This is an optimization exercise on Yosys and OpenROAD, whose aim is small area, not a production implementation. The RTL was checked by simulation tests, not by an equivalence proof against the original design. Power is estimated from default activity; no workload was simulated.

Setup of onyx:
==> module ALU, before the edit <==
module ALU(
    input op_add,
    input op_sub,
    input op_and,
    input op_or,
    input op_xor,
    input op_nor,
    input op_sltu,
    input op_sll,
    input [31:0] A,
    input [31:0] B,
    output [31:0] F,
    output ZF,
    output OF
    );
    wire sub = op_sub | op_sltu;
    wire arith = op_add | op_sub;
    wire [31:0] Bx = B ^ {32{sub}};
    wire [31:0] g = A & Bx;
    wire [31:0] t = A | Bx;
    wire [31:0] p = A ^ Bx;
    wire [32:0] c;
    LCA_32 carry(.g(g), .t(t), .C0(sub), .c(c));
    wire big = |A[31:5];
    wire [31:0] s0 = A[0] ? {B[30:0], 1'b0} : B;
    wire [31:0] s1 = A[1] ? {s0[29:0], 2'b0} : s0;
    wire [31:0] s2 = A[2] ? {s1[27:0], 4'b0} : s1;
    wire [31:0] s3 = A[3] ? {s2[23:0], 8'b0} : s2;
    wire shen = op_sll & ~big;
    wire sh16 = shen & A[4];
    wire sh00 = shen & ~A[4];
    wire [31:0] s4 = ({32{sh16}} & {s3[15:0], 16'b0}) | ({32{sh00}} & s3);
    wire xa = arith | op_xor;
    wire l00 = op_nor;
    wire l01 = op_or | xa;
    wire l10 = op_or | xa;
    wire l11 = op_and | op_or;
    wire [31:0] lg = (~A & ~Bx & {32{l00}}) | (~A & Bx & {32{l01}}) | (A & ~Bx & {32{l10}}) | (A & Bx & {32{l11}});
    assign F = (lg ^ ({32{arith}} & c[31:0]))
             | s4 | {31'd0, op_sltu & ~c[32]};
    assign OF = arith & (A[31] == Bx[31]) & (p[31] ^ c[31] ^ A[31]);
    assign ZF = ~|F;
endmodule
==> flow/config.mk <==
export PLATFORM = sky130hd
export DESIGN_NAME = R_CPU
export DESIGN_NICKNAME = R_CPU
export VERILOG_FILES = /design/flow/design.v
export SDC_FILE = /design/flow/constraint.sdc
export NUM_CORES = 4
export LEC_CHECK = 0
export ABC_CLOCK_PERIOD_IN_PS = 10000
export CAP_MARGIN = 20
export CORE_MARGIN = 2
export CORE_UTILIZATION = 55
export SLEW_MARGIN = 20
==> flow/constraint.sdc <==
create_clock -name core_clock -period 14.0 [get_ports {clk}]
set_input_delay 2.8000 -clock core_clock [delete_from_list [all_inputs] [get_ports {clk}]]
set_output_delay 2.8000 -clock core_clock [all_outputs]
set_load 0.01 [all_outputs]
standard.sh (not shown) runs the stock make flow with config.mk's settings and CLKGATE_MAP_FILE= SYNTH_SCRIPT=/design/flow/synth_recipe.tcl, a recipe that flattens the netlist after the stock synthesis.
==> flow/flow/run.sh <==
#!/bin/bash
# Layout flow: the standard ORFS flow with these changes:
#  - synthesis (flow/synth.tcl, synth_recipe.tcl with two changes) first turns
#    the instances of the modules in flow/cellmap.v into the standard cells
#    given there, then maps the rest of the combinational logic with the
#    area-oriented ABC script flow/abc.script; it does not pre-map full/half
#    adders (ADDER_MAP_FILE empty);
#  - the ORFS variables in flow/make_vars (one NAME=value per line) are set
#    for every step: clock tree arguments (small buffers, small sink clusters,
#    no dummy loads) and the port buffer cell.
# Each tool's output goes to a log file in this folder.
set -euo pipefail
W=$(pwd)
export MY_ABC_SCRIPT=$W/flow/abc.script
export MY_CELLMAP=$W/flow/cellmap.v
VARS=()
while IFS= read -r line; do
    [[ -z "$line" || "$line" == \#* ]] && continue
    VARS+=("$line")
done < $W/flow/make_vars
make -C "$FLOW_HOME" DESIGN_CONFIG=$W/config.mk WORK_HOME=$W/orfs CLKGATE_MAP_FILE= \
    SYNTH_SCRIPT=$W/flow/synth.tcl ADDER_MAP_FILE= synth > $W/synth.log 2>&1
make -C "$FLOW_HOME" DESIGN_CONFIG=$W/config.mk WORK_HOME=$W/orfs CLKGATE_MAP_FILE= \
    SYNTH_SCRIPT=$W/flow/synth.tcl ADDER_MAP_FILE= "${VARS[@]}" \
    finish > $W/layout.log 2>&1
R=$W/orfs/results/sky130hd/R_CPU/base
: # left out here: write the final layout as DEF
Other scripts of this flow, unchanged in this note and not shown: flow/flow/abc.script, flow/flow/cellmap.v, flow/flow/make_vars, flow/flow/synth.tcl
onyx completed every stage of the flow, and the final layout passed the timing, design-rule and antenna checks.
#### Input delta (yarrow over onyx)
--- a/flow/design.v
+++ b/flow/design.v
@@ -67,16 +67,12 @@
     wire shen = op_sll & ~big;
     wire sh16 = shen & A[4];
     wire sh00 = shen & ~A[4];
     wire [31:0] s4 = ({32{sh16}} & {s3[15:0], 16'b0}) | ({32{sh00}} & s3);
     wire xa = arith | op_xor;
-    wire l00 = op_nor;
-    wire l01 = op_or | xa;
-    wire l10 = op_or | xa;
-    wire l11 = op_and | op_or;
-    wire [31:0] lg = (~A & ~Bx & {32{l00}}) | (~A & Bx & {32{l01}}) | (A & ~Bx & {32{l10}}) | (A & Bx & {32{l11}});
-    assign F = (lg ^ ({32{arith}} & c[31:0]))
+    assign F = ({32{xa}} & (p ^ ({32{arith}} & c[31:0])))
+             | ({32{op_and}} & g) | ({32{op_or}} & t) | ({32{op_nor}} & ~t)
              | s4 | {31'd0, op_sltu & ~c[32]};
     assign OF = arith & (A[31] == Bx[31]) & (p[31] ^ c[31] ^ A[31]);
     assign ZF = ~|F;
 endmodule
 `timescale 1ns / 1ps
==> run summary <==
yarrow went all the way through synthesis, placement and routing and the layout is clean on timing, DRC and antenna. Comparing number of antenna repair diodes for onyx and yarrow, the bigger number came from yarrow. Critical-path cell with the highest stage delay: sky130_fd_sc_hd__and3_1 -> yarrow, sky130_fd_sc_hd__or3_1 -> onyx. Changes observed in yarrow relative to onyx: xor-xnor portion of the synthesized cell area lost 0.18 points; portion of the clock cycle consumed by the worst path in the final layout lost 1.2 points; fraction of area in multi-input gates picked up an extra 0.43 points; actual transition at the worst max-transition pin picked up an extra 0.22 ns. When the final numbers for onyx and yarrow were put side by side, the utilization turned out to be greater in yarrow. Summary of the comparison: design area is higher in yarrow, relative to onyx. Where net load switching power is concerned, onyx is better than yarrow. Of the two candidates, onyx has the better number of vias in the routed layout and yarrow the worse one. yarrow and onyx ended up with roughly the same clock transition at the register clock pins on the worst setup and hold paths after CTS. The run with more setup slack is yarrow; onyx has less. Count of non-CTS inverters in the layout: yarrow > onyx.

afterwards: timing with drivers on the ports:
The results above use ideal ports. As a check the final layouts listed here were re-extracted and re-timed, cells and wires unchanged.
Step 1: set_driving_cell puts a clkbuf_16 on clk and a buf_2 on each other input, an assumption about the parent block.
Step 2 also shifts input and output timing later by t, the mid clock arrival at the registers, as if the neighbouring blocks saw the same clock.
a / b / c = no drivers / after step 1 / after step 2; a / b = the first two.
run | shift t [ns] | slack for setup (ns) | worst register clock-pin slew, ns
onyx | 1.064 | 0.463 / 0.437 / 0.437 | 0.10 / 0.10
yarrow | 1.091 | 0.636 / 0.613 / 0.613 | 0.10 / 0.10
After both steps setup and hold are still met in every run listed. For onyx, which loses most, drivers alone change the setup slack by -0.026 ns; drivers and shift together by -0.026 ns.
